This is an optimization exercise on Yosys and OpenROAD, whose aim is small area, a short achievable clock period and few clock cycles, not a production implementation.
RTL that was checked went through simulation tests only; none was proved equivalent to the original.
No activity file was given, so power comes from the tool's default toggle rates.

// matrix_alu
module matrix_alu (
    input wire clk,
    input wire rst_n,
    input wire        start,
    input wire [2:0]  opcode,
    input wire [15:0] scalar_val,
    input wire [1:0]  slot_a_idx,
    input wire [1:0]  slot_b_idx,
    output reg        done,
    output reg        error,
    output reg [1:0]  mem_rd_slot,
    output reg [2:0]  mem_rd_row,
    output reg [2:0]  mem_rd_col,
    input  wire [15:0] mem_rd_data,
    input wire [2:0]  mem_current_m,
    input wire [2:0]  mem_current_n,
    output wire [1:0]  mem_wr_slot,
    output reg [2:0]  mem_wr_row,
    output reg [2:0]  mem_wr_col,
    output reg [15:0] mem_wr_data,
    output reg        mem_wr_we,
    output reg [2:0]  mem_res_m,
    output reg [2:0]  mem_res_n,
    output reg        mem_dim_we
);
Settings: LEC_CHECK=0, CAP_MARGIN=20, CORE_MARGIN=2, CORE_UTILIZATION=40, SETUP_SLACK_MARGIN=5, SLEW_MARGIN=20; clock period 8.0 ns.
run.sh (not shown) runs the stock make flow with config.mk's settings and CLKGATE_MAP_FILE= SYNTH_SCRIPT=/design/flow/synth_recipe.tcl, a recipe that flattens the netlist after the stock synthesis.
Change:
--- a/flow/design.v
+++ b/flow/design.v
@@ -52,56 +52,52 @@
     wire [2:0] ma_e   = s1 ? mem_current_m : dma;
     wire [2:0] na_e   = s1 ? mem_current_n : dna;
     wire [2:0] nb_e   = c1 ? mem_current_n : mem_res_n;
     wire mism = c1 & (((is_add | is_sub) & ((mem_current_m != dma) | (mem_current_n != dna))) |
                       (is_mul & (mem_current_m != dna)));
     wire i_max = (i == ma_e - 3'd1);
     wire k_max = (k == na_e - 3'd1);
     wire j_max = (j == nb_e - 3'd1);
-    reg  kill;             
-    wire adv    = rd_now & (phb | ~two_ph) & ~kill;
+    wire adv    = rd_now & (phb | ~two_ph) & ~mism;
     wire end_rd = adv & i_max & k_max & (~is_mul | j_max);
-    wire nphb   = (rd_now & two_ph & ~kill & ~phb) | (go & is_sca);
+    wire nphb   = (rd_now & two_ph & ~mism & ~phb) | (go & is_sca);
     always @(posedge clk or negedge rst_n) begin
         if (!rst_n) begin
-            s1 <= 1'b0; rd_act <= 1'b0; c1 <= 1'b0; phb <= 1'b0; kill <= 1'b0;
+            s1 <= 1'b0; rd_act <= 1'b0; c1 <= 1'b0; phb <= 1'b0;
             i <= 3'd0; j <= 3'd0; k <= 3'd0;
             e1 <= 1'b0; e2 <= 1'b0; f_v <= 1'b0; e_ew <= 1'b0;
             mem_wr_we <= 1'b0; mem_wr_row <= 3'd0; mem_wr_col <= 3'd0;
             mem_dim_we <= 1'b0;
             done <= 1'b0; error <= 1'b0;
         end else begin
             s1 <= go;
             c1 <= s1 & two_ph;
-            kill <= mism;
-            if (kill | end_rd) rd_act <= 1'b0;
+            if (mism | end_rd) rd_act <= 1'b0;
             else if (rd_now) rd_act <= 1'b1;
             phb  <= nphb;
-            if (kill) begin
-                i <= 3'd0; j <= 3'd0; k <= 3'd0;
-            end else if (adv) begin
+            if (adv) begin
                 if (is_tra) begin
                     if (i_max) begin
                         i <= 3'd0;
                         k <= k_max ? 3'd0 : k + 3'd1;
                     end else i <= i + 3'd1;
                 end else if (k_max) begin
                     k <= 3'd0;
                     if (~is_mul | j_max) begin
                         j <= 3'd0;
                         i <= i_max ? 3'd0 : i + 3'd1;
                     end else j <= j + 3'd1;
                 end else k <= k + 3'd1;
             end
             e1      <= adv & mulsca;
-            e2      <= e1 & ~kill;
+            e2      <= e1;
             f_v     <= e2 & e2_last;
             e_ew    <= adv & ~mulsca;
-            mem_wr_we <= (e_ew & ~kill) | f_v;
+            mem_wr_we <= e_ew | f_v;
             done <= 1'b0;
             if (mem_wr_we) begin
                 if (mem_wr_col == mem_res_n - 3'd1) begin
                     mem_wr_col <= 3'd0;
                     if (mem_wr_row == mem_res_m - 3'd1) begin
                         mem_wr_row <= 3'd0;
                         done <= 1'b1;
                     end else mem_wr_row <= mem_wr_row + 3'd1;
What happened: Power came out lower by a few percent. Global-route usage is about the same. Clock power came out lower by a few percent. Flip-flop and latch count came out lower by 1. Critical path depth came out lower by 1. Utilization came out higher by 0.37 points. Sequential share of layout area came out higher by 0.69 points. Wire length came out lower by a few percent. Cell count came out lower by a few percent. Fmax came out lower by a few percent.
Testbench counts after the change, summed over its fixed seeds: cycles 11,568.
The RTL of the first run of this note was laid out without a check of its function.

---

Setup of run A:
Another version of the RTL of matrix_alu (not shown whole).
Size: ~770 cells after synthesis, ~0.0082 mm2 of cells after synthesis.
// matrix_alu
module matrix_alu (
    input wire clk,
    input wire rst_n,
    input wire        start,
    input wire [2:0]  opcode,
    input wire [15:0] scalar_val,
    input wire [1:0]  slot_a_idx,
    input wire [1:0]  slot_b_idx,
    output reg        done,
    output reg        error,
    output reg [1:0]  mem_rd_slot,
    output reg [2:0]  mem_rd_row,
    output reg [2:0]  mem_rd_col,
    input  wire [15:0] mem_rd_data,
    input wire [2:0]  mem_current_m,
    input wire [2:0]  mem_current_n,
    output wire [1:0]  mem_wr_slot,
    output reg [2:0]  mem_wr_row,
    output reg [2:0]  mem_wr_col,
    output reg [15:0] mem_wr_data,
    output reg        mem_wr_we,
    output reg [2:0]  mem_res_m,
    output reg [2:0]  mem_res_n,
    output reg        mem_dim_we
);
Settings: LEC_CHECK=0, CAP_MARGIN=20, CORE_MARGIN=2, CORE_UTILIZATION=60, CTS_BUF_LIST=sky130_fd_sc_hd__clkbuf_4 sky130_fd_sc_hd__clkbuf_8, SETUP_SLACK_MARGIN=5, SLEW_MARGIN=20; clock period 8.0 ns.
standard.sh (not shown) runs the stock make flow with config.mk's settings and CLKGATE_MAP_FILE= SYNTH_SCRIPT=/design/flow/synth_recipe.tcl, a recipe that flattens the netlist after the stock synthesis.
==> flow/flow/run.sh <==
#!/bin/bash
set -euo pipefail
export BUFFER_PORTS_ARGS="-buffer_cell sky130_fd_sc_hd__buf_1"
bash standard.sh finish > flow_make.log 2>&1
Testbench counts of run A, summed over its fixed seeds: cycles 11,863.
Relative to run A, the following input files were edited for run B:
-- flow/design.v --
<<< run A, line 40
    reg       phbm;        
    reg [2:0] i, j, k;
    reg [2:0] dma, dna;    
    reg        e1, e2, e_last, e2_last, f_v, e_ew, acc_clr;
    reg [15:0] a_hold, b_cur, cs_s, cs_c;
>>> run B, line 40
    reg       phbm;        
    reg [2:0] i, j, k;
    reg [2:0] dml, dnl;    
    reg        e1, e2, e_last, e2_last, f_v, e_ew, acc_clr;
    reg [15:0] a_hold, b_cur, cs_s, cs_c;
<<< run A, line 50
    wire       go     = start & ~bad_op;
    wire       rd_now = s1 | rd_act;
    wire [2:0] ma_e   = s1 ? mem_current_m : dma;
    wire [2:0] na_e   = s1 ? mem_current_n : dna;
    wire [2:0] nb_e   = c1 ? mem_current_n : mem_res_n;
    wire mism = c1 & (((is_add | is_sub) & ((mem_current_m != dma) | (mem_current_n != dna))) |
                      (is_mul & (mem_current_m != dna)));
    wire i_max = (i == ma_e - 3'd1);
    wire k_max = (k == na_e - 3'd1);
    wire j_max = (j == nb_e - 3'd1);
    reg  kill;             
    wire adv    = rd_now & (phb | ~two_ph) & ~kill;
>>> run B, line 50
    wire       go     = start & ~bad_op;
    wire       rd_now = s1 | rd_act;
    wire [2:0] ma = dml + 3'd1;
    wire [2:0] na = dnl + 3'd1;
    wire mism = c1 & (((is_add | is_sub) & ((mem_current_m != ma) | (mem_current_n != na))) |
                      (is_mul & (mem_current_m != na)));
    wire i_max = s1 ? (mem_current_m == 3'd1) : (i == dml);
    wire k_max = s1 ? (mem_current_n == 3'd1) : (k == dnl);
    wire j_max = c1 ? (mem_current_n == 3'd1) : (j == mem_res_n - 3'd1);
    reg  kill;             
    wire adv    = rd_now & (phb | ~two_ph) & ~kill;
<<< run A, line 113
        end
    end
    wire [8:0] bsrc = ~mulsca ? ((is_sub & phb) ? 9'b111111110 : 9'b000000010) :
                      phb ? {a_hold[7:0], 1'b0} : a_hold[15:7];
    integer d;
    wire acc_en = ~acc_clr;
>>> run B, line 112
        end
    end
    wire [15:0] dsrc = is_sca ? scalar_val : a_hold;
    wire [8:0]  bsrc = ~mulsca ? ((is_sub & phb) ? 9'b111111110 : 9'b000000010) :
                       phb ? {dsrc[7:0], 1'b0} : dsrc[15:7];
    integer d;
    wire acc_en = ~acc_clr;
<<< run A, line 310
    always @(posedge clk) begin
        if (s1) begin
            dma <= mem_current_m;
            dna <= mem_current_n;
            mem_res_m <= is_tra ? mem_current_n : mem_current_m;
            mem_res_n <= is_tra ? mem_current_m : mem_current_n;
>>> run B, line 310
    always @(posedge clk) begin
        if (s1) begin
            dml <= mem_current_m - 3'd1;
            dnl <= mem_current_n - 3'd1;
            mem_res_m <= is_tra ? mem_current_n : mem_current_m;
            mem_res_n <= is_tra ? mem_current_m : mem_current_n;
<<< run A, line 323
    end
    always @(posedge clk) begin
        if (start | (rd_now & is_mul & ~phb))
            a_hold <= is_sca ? scalar_val : mem_rd_data;
        b_cur <= (phb | ~mulsca) ? mem_rd_data : {b_cur[7:0], 8'd0};
        for (d = 0; d < 4; d = d + 1) begin
>>> run B, line 323
    end
    always @(posedge clk) begin
        if (rd_now & is_mul & ~phb)
            a_hold <= mem_rd_data;
        b_cur <= (phb | ~mulsca) ? mem_rd_data : {b_cur[7:0], 8'd0};
        for (d = 0; d < 4; d = d + 1) begin
Findings:
[compare] base=run A new=run B: filler-free cell count of the finished design saw a decrease; met2 demand-to-capacity share in global routing grew by 4.2 points.
Aggregate routed wire length delta (run B − run A): unfavourable
Between run A and run B, the difference in number of nets produced by synthesis is negligible.
Diff run A -> run B: hold slack picked up an extra 7.4 ps, final weighted congestion in routability-driven placement has decreased.
Across both runs, final critical-path required period was lower for run B than for run A.
The count of plain and timing-repair buffers in the layout in run A is 1.10 times that in run B.
Testbench counts of run B, summed over its fixed seeds: cycles 11,863.

---

JK:
matrix_alu again, from the RTL that the note above started with.
Settings: LEC_CHECK=0, CAP_MARGIN=20, CORE_MARGIN=2, CORE_UTILIZATION=60, CTS_BUF_LIST=sky130_fd_sc_hd__clkbuf_4 sky130_fd_sc_hd__clkbuf_8, SETUP_SLACK_MARGIN=5, SLEW_MARGIN=20; clock period 8.0 ns.
run.sh (not shown) runs the stock make flow with config.mk's settings and CLKGATE_MAP_FILE= SYNTH_SCRIPT=/design/flow/synth_recipe.tcl, a recipe that flattens the netlist after the stock synthesis.
Stock flow here: none of the scripts above is used.
Testbench counts of JK, summed over its fixed seeds: cycles 11,863.
Edits applied to the flow inputs when going from JK to MS:
--- a/flow/design.v
+++ b/flow/design.v
@@ -33,21 +33,21 @@
     wire bad_op = opcode[2] & (opcode[1] | opcode[0]);
     wire two_ph = ~opcode[2];                   
     wire mulsca = is_mul | is_sca;
     reg       s1;          
     reg       rd_act;      
     reg       c1;          
     reg       phb;         
     reg       phbm;        
     reg [2:0] i, j, k;
     reg [2:0] dma, dna;    
-    reg        e1, e2, e_last, e2_last, f_v, e_ew, acc_clr;
+    reg        e1, e2, e_first, e_last, e2_last, f_v, e_ew;
     reg [15:0] a_hold, b_cur, cs_s, cs_c;
     reg [3:0]  bo, bt, bn;    
     always @(*) begin
         mem_rd_row = phbm ? k : i;
         mem_rd_col = phbm ? j : k;
     end
     wire       go     = start & ~bad_op;
     wire       rd_now = s1 | rd_act;
     wire [2:0] ma_e   = s1 ? mem_current_m : dma;
     wire [2:0] na_e   = s1 ? mem_current_n : dna;
@@ -87,42 +87,41 @@
                 end else if (k_max) begin
                     k <= 3'd0;
                     if (~is_mul | j_max) begin
                         j <= 3'd0;
                         i <= i_max ? 3'd0 : i + 3'd1;
                     end else j <= j + 3'd1;
                 end else k <= k + 3'd1;
             end
             e1      <= adv & mulsca;
             e2      <= e1 & ~kill;
-            f_v     <= (e_ew & ~kill) | (e2 & e2_last);
+            f_v     <= e2 & e2_last;
             e_ew    <= adv & ~mulsca;
-            mem_wr_we <= f_v;
+            mem_wr_we <= (e_ew & ~kill) | f_v;
             done <= 1'b0;
             if (mem_wr_we) begin
                 if (mem_wr_col == mem_res_n - 3'd1) begin
                     mem_wr_col <= 3'd0;
                     if (mem_wr_row == mem_res_m - 3'd1) begin
                         mem_wr_row <= 3'd0;
                         done <= 1'b1;
                     end else mem_wr_row <= mem_wr_row + 3'd1;
                 end else mem_wr_col <= mem_wr_col + 3'd1;
             end
             mem_dim_we <= (s1 & ~two_ph) | (c1 & two_ph & ~mism);
             if (start) error <= bad_op;
             else if (mism) error <= 1'b1;
         end
     end
-    wire [8:0] bsrc = ~mulsca ? ((is_sub & phb) ? 9'b111111110 : 9'b000000010) :
-                      phb ? {a_hold[7:0], 1'b0} : a_hold[15:7];
+    wire [8:0] bsrc = phb ? {a_hold[7:0], 1'b0} : a_hold[15:7];
     integer d;
-    wire acc_en = ~acc_clr;
+    wire acc_en = ~(e1 & e_first);
     wire t0 = (bo[0] & b_cur[0]) ^ bn[0];
     wire t1 = ((bo[0] & b_cur[1]) | (bt[0] & b_cur[0])) ^ bn[0];
     wire t2 = ((bo[0] & b_cur[2]) | (bt[0] & b_cur[1])) ^ bn[0];
     wire t3 = ((bo[0] & b_cur[3]) | (bt[0] & b_cur[2])) ^ bn[0];
     wire t4 = ((bo[0] & b_cur[4]) | (bt[0] & b_cur[3])) ^ bn[0];
     wire t5 = ((bo[0] & b_cur[5]) | (bt[0] & b_cur[4])) ^ bn[0];
     wire t6 = ((bo[0] & b_cur[6]) | (bt[0] & b_cur[5])) ^ bn[0];
     wire t7 = ((bo[0] & b_cur[7]) | (bt[0] & b_cur[6])) ^ bn[0];
     wire t8 = ((bo[0] & b_cur[8]) | (bt[0] & b_cur[7])) ^ bn[0];
     wire t9 = ((bo[0] & b_cur[9]) | (bt[0] & b_cur[8])) ^ bn[0];
@@ -310,28 +309,31 @@
     always @(posedge clk) begin
         if (s1) begin
             dma <= mem_current_m;
             dna <= mem_current_n;
             mem_res_m <= is_tra ? mem_current_n : mem_current_m;
             mem_res_n <= is_tra ? mem_current_m : mem_current_n;
         end
         if (c1 & is_mul) mem_res_n <= mem_current_n;
         phbm <= nphb & is_mul;
         mem_rd_slot <= (nphb & ~is_sca) ? slot_b_idx : slot_a_idx;
-        acc_clr <= mulsca ? (adv & (~is_mul | (k == 3'd0))) : (~two_ph | ~phb);
+        e_first <= ~is_mul | (k == 3'd0);
         e_last  <= ~is_mul | k_max;
         e2_last <= e_last;
     end
     always @(posedge clk) begin
-        if (start | (rd_now & is_mul & ~phb))
+        if (start | (rd_now & two_ph & ~phb & ~is_sca))
             a_hold <= is_sca ? scalar_val : mem_rd_data;
-        b_cur <= (phb | ~mulsca) ? mem_rd_data : {b_cur[7:0], 8'd0};
+        b_cur <= (phb | ~two_ph) ? mem_rd_data : {b_cur[7:0], 8'd0};
         for (d = 0; d < 4; d = d + 1) begin
             bo[d] <= bsrc[2*d+1] ^ bsrc[2*d];
             bt[d] <= (bsrc[2*d+2] & ~bsrc[2*d+1] & ~bsrc[2*d]) | (~bsrc[2*d+2] & bsrc[2*d+1] & bsrc[2*d]);
             bn[d] <= bsrc[2*d+2];
         end
         cs_s <= cs_s_n;
         cs_c <= cs_c_n;
-        mem_wr_data <= cs_s + cs_c;
+        if (mulsca)      mem_wr_data <= cs_s + cs_c;
+        else if (is_add) mem_wr_data <= a_hold + b_cur;
+        else if (is_sub) mem_wr_data <= a_hold - b_cur;
+        else             mem_wr_data <= b_cur;
     end
 endmodule
## What came out
- Shortest clock period the worst path allows after layout is higher on JK
- Run comparison: JK most common library cell in the layout ignoring fill and taps dfxtp_1; MS most common library cell in the layout ignoring fill and taps xnor2_1
- The clock-pin slew on the worst setup and hold paths on JK is in line with that on MS.
- Going from JK to MS, headroom to the max-slew limit rose by 6.5 points; combinational fraction of design power rose 12 points; width of the chip went up; count of buffer and inverter cells on the critical path now smaller; distinct cell type count after synthesis shows an increase of 12.
- [compare] base=JK new=MS: via count of the first global-routing pass higher; footprint of the flip-flops and latches went up; effective utilization at floorplan shows no meaningful change.
Function not checked in MS: the RTL went through the layout flow alone.

==> static timing again, ports no longer ideal <==
In the flow no input, the clock included, has a driving cell. The finished layouts below were timed again as built, in two steps.
Step 1 sets driving cells, clkbuf_16 on the clock port and buf_2 on the other inputs (assumed; they add their load-dependent delay and slew).
Step 2 also shifts input and output timing later by t, the mid clock arrival at the registers, as if the neighbouring blocks saw the same clock.
Slacks: ideal ports / drivers / drivers and shift; pairs: ideal ports / drivers.
| run | t (ns) | setup WS [ns] | worst hold slack (ns) | worst setup path after step 2 |
|---|---|---|---|---|
| the first run of note 1 | 0.469 | 5.010 / 4.980 / 4.614 | 0.326 / 0.326 / 0.326 | input to register |
| the second run of note 1 | 0.477 | 4.935 / 4.942 / 4.465 | 0.342 / 0.342 / 0.342 | input to register |
| run A | 0.492 | 4.950 / 4.944 / 4.452 | 0.335 / 0.335 / 0.335 | input to register |
| run B | 0.479 | 5.051 / 5.035 / 4.681 | 0.342 / 0.342 / 0.342 | input to register |
| JK | 0.486 | 4.981 / 4.943 / 4.516 | 0.336 / 0.336 / 0.336 | input to register |
| MS | 0.504 | 5.021 / 4.978 / 4.619 | 0.342 / 0.342 / 0.342 | input to register |
After both steps setup and hold are still met in every run listed. The setup slack of run A, which loses most, moves by -0.006 ns with the drivers and by -0.498 ns with both steps.
